Source: an optimization exercise on an open RTL-to-GDS flow (aim: small area and a short achievable clock period). Production flows keep margins and buffers that such runs may drop. In this exercise RTL edits were held to simulation tests only and were not proved equivalent to the original.

==> trial 67 <==
Design multiply, start of the top module:
module multiply(
    input wire clk,
    input wire resetn,
    input wire[31:0] A,
    input wire[31:0] B,
    input wire sign,
    output wire[63:0] result
);
clock: 6.5 ns
lec_check: 0
cap_margin: 20
core_margin: 2
core_utilization: 45
place_density: 0.6
setup_slack_margin: 1.75
slew_margin: 20
synth_hierarchical: 1
standard.sh (not shown) runs the stock make flow with config.mk's settings and CLKGATE_MAP_FILE= SYNTH_SCRIPT=/design/flow/synth_recipe.tcl, a recipe that flattens the netlist after the stock synthesis.
==> flow/flow/run.sh <==
#!/bin/bash
# Own layout flow: the standard synthesis, then every combinational cell set to
# its smallest drive strength (registers untouched), then the standard layout,
# whose repair steps size cells up again where timing needs it.
set -euo pipefail
here=$(pwd)
res=$here/orfs/results/$FLOW_PLATFORM/multiply/base
bash standard.sh synth > $here/log_synth.txt 2>&1
cp $res/1_2_yosys.v $here/1_2_yosys.orig.v
python3 $here/flow/downsize.py $FLOW_HOME/platforms/$FLOW_PLATFORM/lib/sky130_fd_sc_hd__tt_025C_1v80.lib \
    $here/1_2_yosys.orig.v $res/1_2_yosys.v > $here/log_downsize.txt 2>&1
# make the netlist newer than its sources so only the later steps rerun
touch $res/1_2_yosys.v $res/1_2_yosys.sdc
bash standard.sh "BUFFER_PORTS_ARGS=-buffer_cell sky130_fd_sc_hd__buf_1" finish > $here/log_layout.txt 2>&1
==> flow/flow/downsize.py <==
#!/usr/bin/env python3
"""Set each combinational cell of a mapped netlist to the smallest drive strength
of its kind that the library has (registers and special cells untouched)."""
import re, sys
lib, src, dst = sys.argv[1:4]
cells = set(re.findall(r'cell\s*\(\s*"?(sky130_fd_sc_hd__\w+)"?\s*\)', open(lib).read()))
keep = re.compile(r'sky130_fd_sc_hd__(df|edf|sdf|sedf|dl|conb|clk|tap|fill|decap|diode|probe|lpflow)')
text = open(src).read()
count = {}
def repl(m):
    name = m.group(0)
    if keep.match(name):
        return name
    mm = re.match(r'(sky130_fd_sc_hd__\w+?)_(\d+)$', name)
    if not mm:
        return name
    base, size = mm.group(1), int(mm.group(2))
    for s in (1,):
        cand = f"{base}_{s}"
        if s < size and cand in cells:
            count[name] = count.get(name, 0) + 1
            return cand
    return name
out = re.sub(r'sky130_fd_sc_hd__\w+', repl, text)
open(dst, 'w').write(out)
for k, v in sorted(count.items(), key=lambda x: -x[1]):
    print(k, v)
==> inputs of build 92, as changes to trial 67 <==
Settings changed: SETUP_SLACK_MARGIN 1.75 to 1.0.
==> inputs of build 55, as changes to trial 67 <==
Settings changed: CORE_UTILIZATION 45 to 55, PLACE_DENSITY 0.6 to 0.68, SETUP_SLACK_MARGIN 1.75 to 1.5.
==> inputs of trial 30, as changes to trial 67 <==
Settings changed: SETUP_SLACK_MARGIN 1.75 to 2.25.
==> impl_results.md <==
* Outcome: complete, no violations
* Post-DP HPWL at 63.2 mm
* Met1 GRT Util at 0.446
* Final worst path period need at 4.90 ns
* CP Class: in2reg
* Drt wl/cell at 24.2 µm
* Worst Path Required at 6.91 ns
# the run above: build 55

==> impl_results.md <==
* Core box area at 59200 µm²
* Post-DP HPWL at 65.3 mm
* Worst Path Required at 5.20 ns
* Drt wl/cell at 24.4 µm
* Outcome: complete, no violations
* Met1 GRT Util at 0.391
* Slew @ Worst Pin at 1.24 ns
* CP Class: reg2out
# the run above: trial 67

==> impl_results.md <==
* Final worst path period need at 5.10 ns
* # fillers at 5448
* Buffers & Inverters on Critical Path at 6
* Drt wl/cell at 24.9 µm
* Worst Path Required at 5.20 ns
* Outcome: complete, no violations
* Post-DP HPWL at 65.8 mm
# the run above: build 92

==> impl_results.md <==
* Met1 GRT Util at 0.402
* Clkbuf count at 18
* Outcome: complete, no violations
* Register share of the cell area at 0.0967
* Final worst path period need at 4.70 ns
* CP Class: reg2out
* Drt wl/cell at 26.2 µm
* Full die area at 62200 µm²
* Post-DP HPWL at 64.6 mm
# the run above: trial 30


========
==> 09-10 <==
Another version of the RTL of multiply (not shown whole).
export LEC_CHECK = 0
export CAP_MARGIN = 20
export CORE_MARGIN = 2
export CORE_UTILIZATION = 45
export CTS_BUF_LIST = sky130_fd_sc_hd__clkbuf_8
export PLACE_DENSITY = 0.6
export SETUP_SLACK_MARGIN = 1.75
export SLEW_MARGIN = 20
export SYNTH_HIERARCHICAL = 1
create_clock -name core_clock -period 6.5 [get_ports {clk}]
Scripts as last shown in full above: flow/flow/run.sh, flow/flow/downsize.py
==> 10-22 (differences from 09-10) <==
CTS_BUF_LIST = unset   (was sky130_fd_sc_hd__clkbuf_8)
PLACE_DENSITY = 0.8   (was 0.6)
==> 11-13 (differences from 09-10) <==
--- a/flow/flow/run.sh
+++ b/flow/flow/run.sh
@@ -2,3 +2,4 @@
 # Own layout flow: the standard synthesis, then every combinational cell set to
-# its smallest drive strength (registers untouched), then the standard layout,
+# its smallest drive strength (registers untouched), then the standard layout
+# (with power recovery, which downsizes cells off the critical paths),
 # whose repair steps size cells up again where timing needs it.
@@ -13,2 +14,2 @@
 touch $res/1_2_yosys.v $res/1_2_yosys.sdc
-bash standard.sh "BUFFER_PORTS_ARGS=-buffer_cell sky130_fd_sc_hd__buf_1" finish > $here/log_layout.txt 2>&1
+bash standard.sh "BUFFER_PORTS_ARGS=-buffer_cell sky130_fd_sc_hd__buf_1" RECOVER_POWER=100 finish > $here/log_layout.txt 2>&1
CTS_BUF_LIST = unset   (was sky130_fd_sc_hd__clkbuf_8)
==> 04-04 (differences from 09-10) <==
CORE_UTILIZATION = 55   (was 45)
CTS_BUF_LIST = unset   (was sky130_fd_sc_hd__clkbuf_8)
PLACE_DENSITY = 0.68   (was 0.6)
==> results.json <==
{
  "die_area_sq_um": 62900,
  "crit_start": "B[1]",
  "drtIter0Drc": 2104,
  "slew_violations": 33,
  "min_to": "rup[147]",
  "grtUsageMet3": 0.0590,
  "crit_buf_inv": 1,
  "core-area_sq_um": 60400,
  "drv_cap": 1,
  "globalRouteMet1Util": 0.360,
  "grtUsageMet2": 0.473,
  "post-route-period-util": 0.834,
  "start_util": 0.454,
  "status": "finished with violations",
  "so.violations": "max-capacitance violations, max-slew violations"
}
the above is filed under 11-13

==> results.json <==
{
  "globalRouteMet1Util": 0.360,
  "core-area_sq_um": 60400,
  "crit_start": "rup[1]",
  "rows": 90,
  "die_area_sq_um": 62900,
  "drtIter0Drc": 2275,
  "post-route-period-util": 0.726,
  "status": "no timing/DRC/antenna violations",
  "reg_top3": "rup: 151 flops, rlo: 15 flops",
  "start_util": 0.454,
  "drv_cap": 0,
  "grtUsageMet3": 0.0650,
  "crit_buf_inv": 6,
  "min_to": "rup[146]"
}
the above is filed under 09-10

==> results.json <==
{
  "status": "no timing/DRC/antenna violations",
  "post-route-period-util": 0.743,
  "globalRouteMet1Util": 0.439,
  "min_to": "rup[146]",
  "die_area_sq_um": 51700,
  "setup_tns_ns": 0,
  "core-area_sq_um": 49100,
  "crit_buf_inv": 5,
  "drtIter0Drc": 2661,
  "crit_start": "rup[1]",
  "start_util": 0.559,
  "drv_cap": 0,
  "grtUsageMet2": 0.538,
  "slew_violations": 0
}
the above is filed under 04-04

==> results.json <==
{
  "status": "no timing/DRC/antenna violations",
  "die_area_sq_um": 62900,
  "core-area_sq_um": 60400,
  "slew_violations": 0,
  "post-route-period-util": 0.720,
  "start_util": 0.454,
  "drv_cap": 0,
  "grtUsageMet2": 0.431,
  "drtIter0Drc": 3184,
  "min_to": "rup[146]",
  "globalRouteMet1Util": 0.328
}
the above is filed under 10-22


========
==> job 4101: inputs <==
multiply, a different RTL version from the one above (not shown whole).
export LEC_CHECK = 0
export CAP_MARGIN = 20
export CORE_MARGIN = 2
export CORE_UTILIZATION = 45
export PLACE_DENSITY = 0.6
export SETUP_SLACK_MARGIN = 2.1
export SLEW_MARGIN = 20
export SYNTH_HIERARCHICAL = 1
create_clock -name core_clock -period 6.5 [get_ports {clk}]
==> flow/flow/run.sh <==
#!/bin/bash
# Own layout flow: the standard synthesis, then every combinational cell set to
# its smallest drive strength (registers untouched), then the standard layout,
# whose repair steps size cells up again where timing needs it.
set -euo pipefail
here=$(pwd)
res=$here/orfs/results/$FLOW_PLATFORM/multiply/base
bash standard.sh synth > $here/log_synth.txt 2>&1
cp $res/1_2_yosys.v $here/1_2_yosys.orig.v
python3 $here/flow/downsize.py $FLOW_HOME/platforms/$FLOW_PLATFORM/lib/sky130_fd_sc_hd__tt_025C_1v80.lib \
    $here/1_2_yosys.orig.v $res/1_2_yosys.v > $here/log_downsize.txt 2>&1
# make the netlist newer than its sources so only the later steps rerun
touch $res/1_2_yosys.v $res/1_2_yosys.sdc
bash standard.sh "BUFFER_PORTS_ARGS=-buffer_cell sky130_fd_sc_hd__buf_1" finish > $here/log_layout.txt 2>&1
Scripts as last shown in full above: flow/flow/downsize.py
==> inputs of job 6780, as changes to job 4101 <==
--- a/flow/config.mk
+++ b/flow/config.mk
@@ -9,6 +9,6 @@
 export CORE_MARGIN = 2
 export CORE_UTILIZATION = 45
 export PLACE_DENSITY = 0.6
-export SETUP_SLACK_MARGIN = 2.1
+export SETUP_SLACK_MARGIN = 1.9
 export SLEW_MARGIN = 20
 export SYNTH_HIERARCHICAL = 1
==> qor summary <==
| quantity | job 6780 | job 4101 |
|---|---|---|
| Result of the run | no timing/DRC/antenna violations | no timing/DRC/antenna violations |
| Cell depth of the worst setup path | 14 | 15 |
| Layout cell share with drive strength beyond 1 | 13.99% | 24.70% |
| Total buffers and inverters traversed by the critical path | 3 | 2 |
| Signed area change from the synthesized netlist to the final layout | 21.56% | 30.45% |
| Number of non-clock buffers | 372 | 432 |
| Via density per instance | 6.125 | 6.147 |
| Layout clock buffers | 24 | 25 |
| Worst slew pin tran | 0.8085 ns | 0.7566 ns |
| Met3 capacity usage during global routing | 6.187% | 6.852% |
| Number of filler cells placed in the layout | 5,178 | 4,825 |
| Stage delay of the slowest cell on the critical path | 0.45 ns | 0.56 ns |
| Fraction of area in multi-input gates | 77.88% | 76.13% |
| Highest clock frequency the design can meet | 220.4 MHz | 228.1 MHz |
| Capturing element of the worst setup path | rup[44]$_DFF_P_ | rlo[13]$_DFF_P_ |
| Area fraction of clock buffers and clock inverters | 1.827% | 1.775% |
| Normalized max-slew margin | 46.10% | 49.56% |

-- what the ideal ports hide --
The results above use ideal ports. As a check the final layouts listed here were re-extracted and re-timed, cells and wires unchanged. Step 1: set_driving_cell puts a clkbuf_16 on clk and a buf_2 on each other input, an assumption about the parent block. Step 2 also shifts input and output timing later by t, the mid clock arrival at the registers, as if the neighbouring blocks saw the same clock. Three values: no drivers, after step 1, after step 2; two values: the first two.
run | t (ns) | setup WS [ns] | worst setup path after step 2 | worst slew at a driven data input, ns
trial 67 | 0.571 | 1.774 / 1.711 / 1.302 | input to register | 0.16
build 92 | 0.576 | 1.397 / 1.331 / 0.883 | input to register | 0.09
build 55 | 0.586 | 1.604 / 1.624 / 1.055 | input to register | 0.15
trial 30 | 0.575 | 1.801 / 1.736 / 1.575 | input to register | 0.19
09-10 | 0.639 | 1.779 / 1.718 / 1.185 | input to register | 0.11
10-22 | 0.542 | 1.820 / 1.760 / 1.218 | input to register | 0.13
11-13 | 0.553 | 1.080 / 1.112 / 0.559 | input to register | 0.12
04-04 | 0.556 | 1.673 / 1.613 / 1.244 | input to register | 0.09
job 4101 | 0.552 | 2.116 / 2.072 / 1.520 | input to register | 0.18
job 6780 | 0.546 | 1.962 / 1.974 / 1.428 | input to register | 0.11
The setup slack of 10-22, which loses most, moves by -0.060 ns with the drivers and by -0.602 ns with both steps.
